This is an optimization exercise on Yosys and OpenROAD, whose aim is small area and a short achievable clock period, not a production implementation.
RTL that was checked went through simulation tests only; none was proved equivalent to the original.

==> v14: inputs <==
==> flow/design.v (excerpt) <==
module filter(
    clock,
    reset,
    Data_In,
    Data_Out
    );
    input clock,
          reset;
    input  [7:0] Data_In;
    output [16:0] Data_Out;
    reg  [7:0] x1;
    reg  [7:0] x2;
    reg  [7:0] x3;
    reg  [7:0] x4;
    reg  [7:0] x5;
    reg  [7:0] x6;
    reg  [7:0] x7;
    reg  [7:0] x8;
    reg  [7:0] x9;
    reg  [7:0] x10;
    reg  [7:0] x11;
    reg  [7:0] x12;
    reg  [7:0] x13;
    reg  [7:0] x14;
    reg  [7:0] x15;
    reg  [7:0] x16;
    reg  [7:0] x17;
    reg  [7:0] x18;
    reg  [7:0] x19;
    reg  [7:0] x20;
    reg  [7:0] x21;
    reg  [7:0] x22;
    reg  [7:0] x23;
    reg  [7:0] x24;
    reg  [7:0] x25;
    reg  [7:0] x26;
    reg  [7:0] x27;
    reg  [7:0] x28;
    reg  [7:0] x29;
    reg  [7:0] x30;
    reg  [4:0] age;      
    reg  [16:0] S;       
    always @(posedge clock) begin
        x1 <= reset ? 8'd0 : Data_In;
        x2 <= x1;
        x3 <= x2;
        x4 <= x3;
        x5 <= x4;
        x6 <= x5;
        x7 <= x6;
        x8 <= x7;
        x9 <= (reset || age < 5'd8) ? 8'd0 : x8;
        x10 <= reset ? 8'd0 : x9;
        x11 <= reset ? 8'd0 : x10;
        x12 <= reset ? 8'd0 : x11;
        x13 <= reset ? 8'd0 : x12;
        x14 <= reset ? 8'd0 : x13;
        x15 <= reset ? 8'd0 : x14;
        x16 <= reset ? 8'd0 : x15;
        x17 <= reset ? 8'd0 : x16;
        x18 <= reset ? 8'd0 : x17;
        x19 <= reset ? 8'd0 : x18;
        x20 <= reset ? 8'd0 : x19;
        x21 <= x20;
        x22 <= x21;
        x23 <= x22;
        x24 <= x23;
        x25 <= x24;
        x26 <= x25;
        x27 <= x26;
  ...
Settings: LEC_CHECK=0, ABC_CLOCK_PERIOD_IN_PS=3000, CAP_MARGIN=20, CORE_MARGIN=2, CORE_UTILIZATION=40, CTS_BUF_LIST=sky130_fd_sc_hd__clkbuf_8, CTS_CLUSTER_DIAMETER=60, CTS_CLUSTER_SIZE=14, SETUP_SLACK_MARGIN=5, SLEW_MARGIN=20, SYNTH_HIERARCHICAL=1; clock period 12.5 ns.
standard.sh (not shown) runs the stock make flow with config.mk's settings and CLKGATE_MAP_FILE= SYNTH_SCRIPT=/design/flow/synth_recipe.tcl, a recipe that flattens the netlist after the stock synthesis.
==> flow/flow/run.sh <==
#!/bin/bash
# The standard layout (standard.sh), except that the port buffers are
# sky130_fd_sc_hd__buf_2 cells instead of the flow's default choice of buffer.
# standard.sh's output goes to standard.log; ORFS's own logs are under orfs/logs.
set -euo pipefail
export BUFFER_PORTS_ARGS="-buffer_cell sky130_fd_sc_hd__buf_2"
bash standard.sh > standard.log 2>&1
==> v8: changes against v14 <==
--- a/flow/design.v
+++ b/flow/design.v
@@ -761,60 +761,23 @@
     always @(posedge clock) begin
         if (reset) S <= 17'd0;
         else       S <= S_next;
     end
     wire [9:0] oa, ob, og, op;
     wire [7:1] oe;
     fir_xor2 u_a0 (.a(S[0]), .b(Data_In[0]), .y(oa[0]));
-    fir_and2 u_b1 (.a(S[0]), .b(Data_In[0]), .y(ob[1]));
-    fir_xor2 u_e1 (.a(Data_In[1]), .b(Data_In[0]), .y(oe[1]));
-    fir_xor2 u_a1 (.a(S[1]), .b(oe[1]), .y(oa[1]));
-    fir_maj3 u_b2 (.a(S[1]), .b(Data_In[1]), .c(Data_In[0]), .y(ob[2]));
-    fir_xor2 u_e2 (.a(Data_In[2]), .b(Data_In[1]), .y(oe[2]));
-    fir_xor2 u_a2 (.a(S[2]), .b(oe[2]), .y(oa[2]));
-    fir_maj3 u_b3 (.a(S[2]), .b(Data_In[2]), .c(Data_In[1]), .y(ob[3]));
-    fir_xor2 u_e3 (.a(Data_In[3]), .b(Data_In[2]), .y(oe[3]));
-    fir_xor2 u_a3 (.a(S[3]), .b(oe[3]), .y(oa[3]));
-    fir_maj3 u_b4 (.a(S[3]), .b(Data_In[3]), .c(Data_In[2]), .y(ob[4]));
-    fir_xor2 u_e4 (.a(Data_In[4]), .b(Data_In[3]), .y(oe[4]));
-    fir_xor2 u_a4 (.a(S[4]), .b(oe[4]), .y(oa[4]));
-    fir_maj3 u_b5 (.a(S[4]), .b(Data_In[4]), .c(Data_In[3]), .y(ob[5]));
-    fir_xor2 u_e5 (.a(Data_In[5]), .b(Data_In[4]), .y(oe[5]));
-    fir_xor2 u_a5 (.a(S[5]), .b(oe[5]), .y(oa[5]));
-    fir_maj3 u_b6 (.a(S[5]), .b(Data_In[5]), .c(Data_In[4]), .y(ob[6]));
-    fir_xor2 u_e6 (.a(Data_In[6]), .b(Data_In[5]), .y(oe[6]));
-    fir_xor2 u_a6 (.a(S[6]), .b(oe[6]), .y(oa[6]));
-    fir_maj3 u_b7 (.a(S[6]), .b(Data_In[6]), .c(Data_In[5]), .y(ob[7]));
-    fir_xor2 u_e7 (.a(Data_In[7]), .b(Data_In[6]), .y(oe[7]));
-    fir_xor2 u_a7 (.a(S[7]), .b(oe[7]), .y(oa[7]));
-    fir_maj3 u_b8 (.a(S[7]), .b(Data_In[7]), .c(Data_In[6]), .y(ob[8]));
-    fir_xor2 u_a8 (.a(S[8]), .b(Data_In[7]), .y(oa[8]));
-    fir_and2 u_b9 (.a(S[8]), .b(Data_In[7]), .y(ob[9]));
-    assign oa[9] = S[9];
-    assign ob[0] = 1'b0;
-    assign og[0] = 1'b0;
-    assign op[0] = 1'b0;
-    fir_and2 u_g1 (.a(oa[1]), .b(ob[1]), .y(og[1]));
-    fir_xor2 u_p1 (.a(oa[1]), .b(ob[1]), .y(op[1]));
-    fir_and2 u_g2 (.a(oa[2]), .b(ob[2]), .y(og[2]));
-    fir_xor2 u_p2 (.a(oa[2]), .b(ob[2]), .y(op[2]));
-    fir_and2 u_g3 (.a(oa[3]), .b(ob[3]), .y(og[3]));
-    fir_xor2 u_p3 (.a(oa[3]), .b(ob[3]), .y(op[3]));
-    fir_and2 u_g4 (.a(oa[4]), .b(ob[4]), .y(og[4]));
-    fir_xor2 u_p4 (.a(oa[4]), .b(ob[4]), .y(op[4]));
-    fir_and2 u_g5 (.a(oa[5]), .b(ob[5]), .y(og[5]));
-    fir_xor2 u_p5 (.a(oa[5]), .b(ob[5]), .y(op[5]));
-    fir_and2 u_g6 (.a(oa[6]), .b(ob[6]), .y(og[6]));
-    fir_xor2 u_p6 (.a(oa[6]), .b(ob[6]), .y(op[6]));
-    fir_and2 u_g7 (.a(oa[7]), .b(ob[7]), .y(og[7]));
-    fir_xor2 u_p7 (.a(oa[7]), .b(ob[7]), .y(op[7]));
-    fir_and2 u_g8 (.a(oa[8]), .b(ob[8]), .y(og[8]));
-    fir_xor2 u_p8 (.a(oa[8]), .b(ob[8]), .y(op[8]));
-    fir_and2 u_g9 (.a(oa[9]), .b(ob[9]), .y(og[9]));
-    fir_xor2 u_p9 (.a(oa[9]), .b(ob[9]), .y(op[9]));
+    fir_pg1 u_pg1 (.s1(S[1]), .s0(S[0]), .d1(Data_In[1]), .d0(Data_In[0]), .p(op[1]), .g(og[1]));
+    fir_pg u_pg2 (.s1(S[2]), .s0(S[1]), .d2(Data_In[2]), .d1(Data_In[1]), .d0(Data_In[0]), .p(op[2]), .g(og[2]));
+    fir_pg u_pg3 (.s1(S[3]), .s0(S[2]), .d2(Data_In[3]), .d1(Data_In[2]), .d0(Data_In[1]), .p(op[3]), .g(og[3]));
+    fir_pg u_pg4 (.s1(S[4]), .s0(S[3]), .d2(Data_In[4]), .d1(Data_In[3]), .d0(Data_In[2]), .p(op[4]), .g(og[4]));
+    fir_pg u_pg5 (.s1(S[5]), .s0(S[4]), .d2(Data_In[5]), .d1(Data_In[4]), .d0(Data_In[3]), .p(op[5]), .g(og[5]));
+    fir_pg u_pg6 (.s1(S[6]), .s0(S[5]), .d2(Data_In[6]), .d1(Data_In[5]), .d0(Data_In[4]), .p(op[6]), .g(og[6]));
+    fir_pg u_pg7 (.s1(S[7]), .s0(S[6]), .d2(Data_In[7]), .d1(Data_In[6]), .d0(Data_In[5]), .p(op[7]), .g(og[7]));
+    fir_pg8 u_pg8 (.s1(S[8]), .s0(S[7]), .d1(Data_In[7]), .d0(Data_In[6]), .p(op[8]), .g(og[8]));
+    fir_pg9 u_pg9 (.s1(S[9]), .s0(S[8]), .d0(Data_In[7]), .p(op[9]), .g(og[9]));
     wire G0_2;
     fir_ao21 u_G0_2 (.a(og[2]), .b(op[2]), .c(og[1]), .y(G0_2));
     wire G0_4;
     fir_ao21 u_G0_4 (.a(og[4]), .b(op[4]), .c(og[3]), .y(G0_4));
     wire P0_4;
     fir_and2 u_P0_4 (.a(op[4]), .b(op[3]), .y(P0_4));
     wire G0_6;
@@ -873,14 +836,37 @@
     fir_mux2 u_y11 (.a(S[11]), .b(hi_inc[1]), .s(cy[10]), .y(Data_Out[11]));
     fir_mux2 u_y12 (.a(S[12]), .b(hi_inc[2]), .s(cy[10]), .y(Data_Out[12]));
     fir_mux2 u_y13 (.a(S[13]), .b(hi_inc[3]), .s(cy[10]), .y(Data_Out[13]));
     fir_mux2 u_y14 (.a(S[14]), .b(hi_inc[4]), .s(cy[10]), .y(Data_Out[14]));
     fir_mux2 u_y15 (.a(S[15]), .b(hi_inc[5]), .s(cy[10]), .y(Data_Out[15]));
     fir_mux2 u_y16 (.a(S[16]), .b(hi_inc[6]), .s(cy[10]), .y(Data_Out[16]));
 endmodule
+module fir_pg(input s1, input s0, input d2, input d1, input d0, output p, output g);
+    wire a = s1 ^ d2 ^ d1;
+    wire b = (s0 & d1) | (s0 & d0) | (d1 & d0);
+    assign p = a ^ b;
+    assign g = a & b;
+endmodule
+module fir_pg1(input s1, input s0, input d1, input d0, output p, output g);
+    wire a = s1 ^ d1 ^ d0;
+    wire b = s0 & d0;
+    assign p = a ^ b;
+    assign g = a & b;
+endmodule
+module fir_pg8(input s1, input s0, input d1, input d0, output p, output g);
+    wire a = s1 ^ d1;
+    wire b = (s0 & d1) | (s0 & d0) | (d1 & d0);
+    assign p = a ^ b;
+    assign g = a & b;
+endmodule
+module fir_pg9(input s1, input s0, input d0, output p, output g);
+    wire b = s0 & d0;
+    assign p = s1 ^ b;
+    assign g = s1 & b;
+endmodule
 module fir_xor2(input a, input b, output y);
     assign y = a ^ b;
 endmodule
 module fir_and2(input a, input b, output y);
     assign y = a & b;
 endmodule
 module fir_maj3(input a, input b, input c, output y);
==> flow/flow/run.sh (replaced) <==
#!/bin/bash
# The standard layout (standard.sh), except that the port buffers are
# sky130_fd_sc_hd__buf_2 cells instead of the flow's default choice of buffer,
# and timing repair aims for more setup slack than config.mk may ask for.
# standard.sh's output goes to standard.log; ORFS's own logs are under orfs/logs.
set -euo pipefail
export SETUP_SLACK_MARGIN=5.5
export BUFFER_PORTS_ARGS="-buffer_cell sky130_fd_sc_hd__buf_2"
bash standard.sh > standard.log 2>&1
--- a/flow/config.mk
+++ b/flow/config.mk
@@ -8,10 +8,9 @@
 export ABC_CLOCK_PERIOD_IN_PS = 3000
 export CAP_MARGIN = 20
 export CORE_MARGIN = 2
 export CORE_UTILIZATION = 40
 export CTS_BUF_LIST = sky130_fd_sc_hd__clkbuf_8
 export CTS_CLUSTER_DIAMETER = 60
 export CTS_CLUSTER_SIZE = 14
-export SETUP_SLACK_MARGIN = 5
 export SLEW_MARGIN = 20
 export SYNTH_HIERARCHICAL = 1
==> flow_metrics.env <==
export IMPL_use_met1_pct=20.5
export IMPL_status="no timing/DRC/antenna violations"
export IMPL_wl_met3_um=650
export IMPL_synth_compound_area_share_pct=2.03
The numbers above come from v14.

==> flow_metrics.env <==
export IMPL_status="no timing/DRC/antenna violations"
export IMPL_fill_cells=2657
export IMPL_wl_met3_um=654
export IMPL_synth_compound_area_share_pct=2.02
export IMPL_crit_cells=9
export IMPL_use_met1_pct=20.3
export IMPL_rr_endpoint="S[16]"
export IMPL_synth_top_area_share_pct=43.7
The numbers above come from v8.

Only the layout flow was run in v8; the RTL was not checked for function there.

-- what the ideal ports hide --
The flow's constraints put no driver on any port. The routed layouts listed below were extracted and timed again, unchanged, in two steps.
Step 1, drivers: a clkbuf_16 drives clock and a buf_2 each remaining input, both assumed.
Step 2 moves the port delays by t, midway between the first and last clock arrival at a register: inputs arrive t later, outputs are due t later. That takes back most of the time a late clock gives input paths.
Slacks: ideal / step 1 / step 2; pairs: ideal / step 1.
| run | t, ns | setup WS [ns] | latest minus earliest clock arrival (ns) | cell pins on the clock port's net |
|---|---|---|---|---|
| v14 | 0.585 | 5.315 / 5.286 / 5.286 | 0.018 / 0.017 | 1 |
| v8 | 0.581 | 5.427 / 5.369 / 5.369 | 0.020 / 0.020 | 1 |
After both steps every run listed still meets setup and hold. For v8, which loses most, drivers alone change the setup slack by -0.058 ns; drivers and shift together by -0.058 ns.
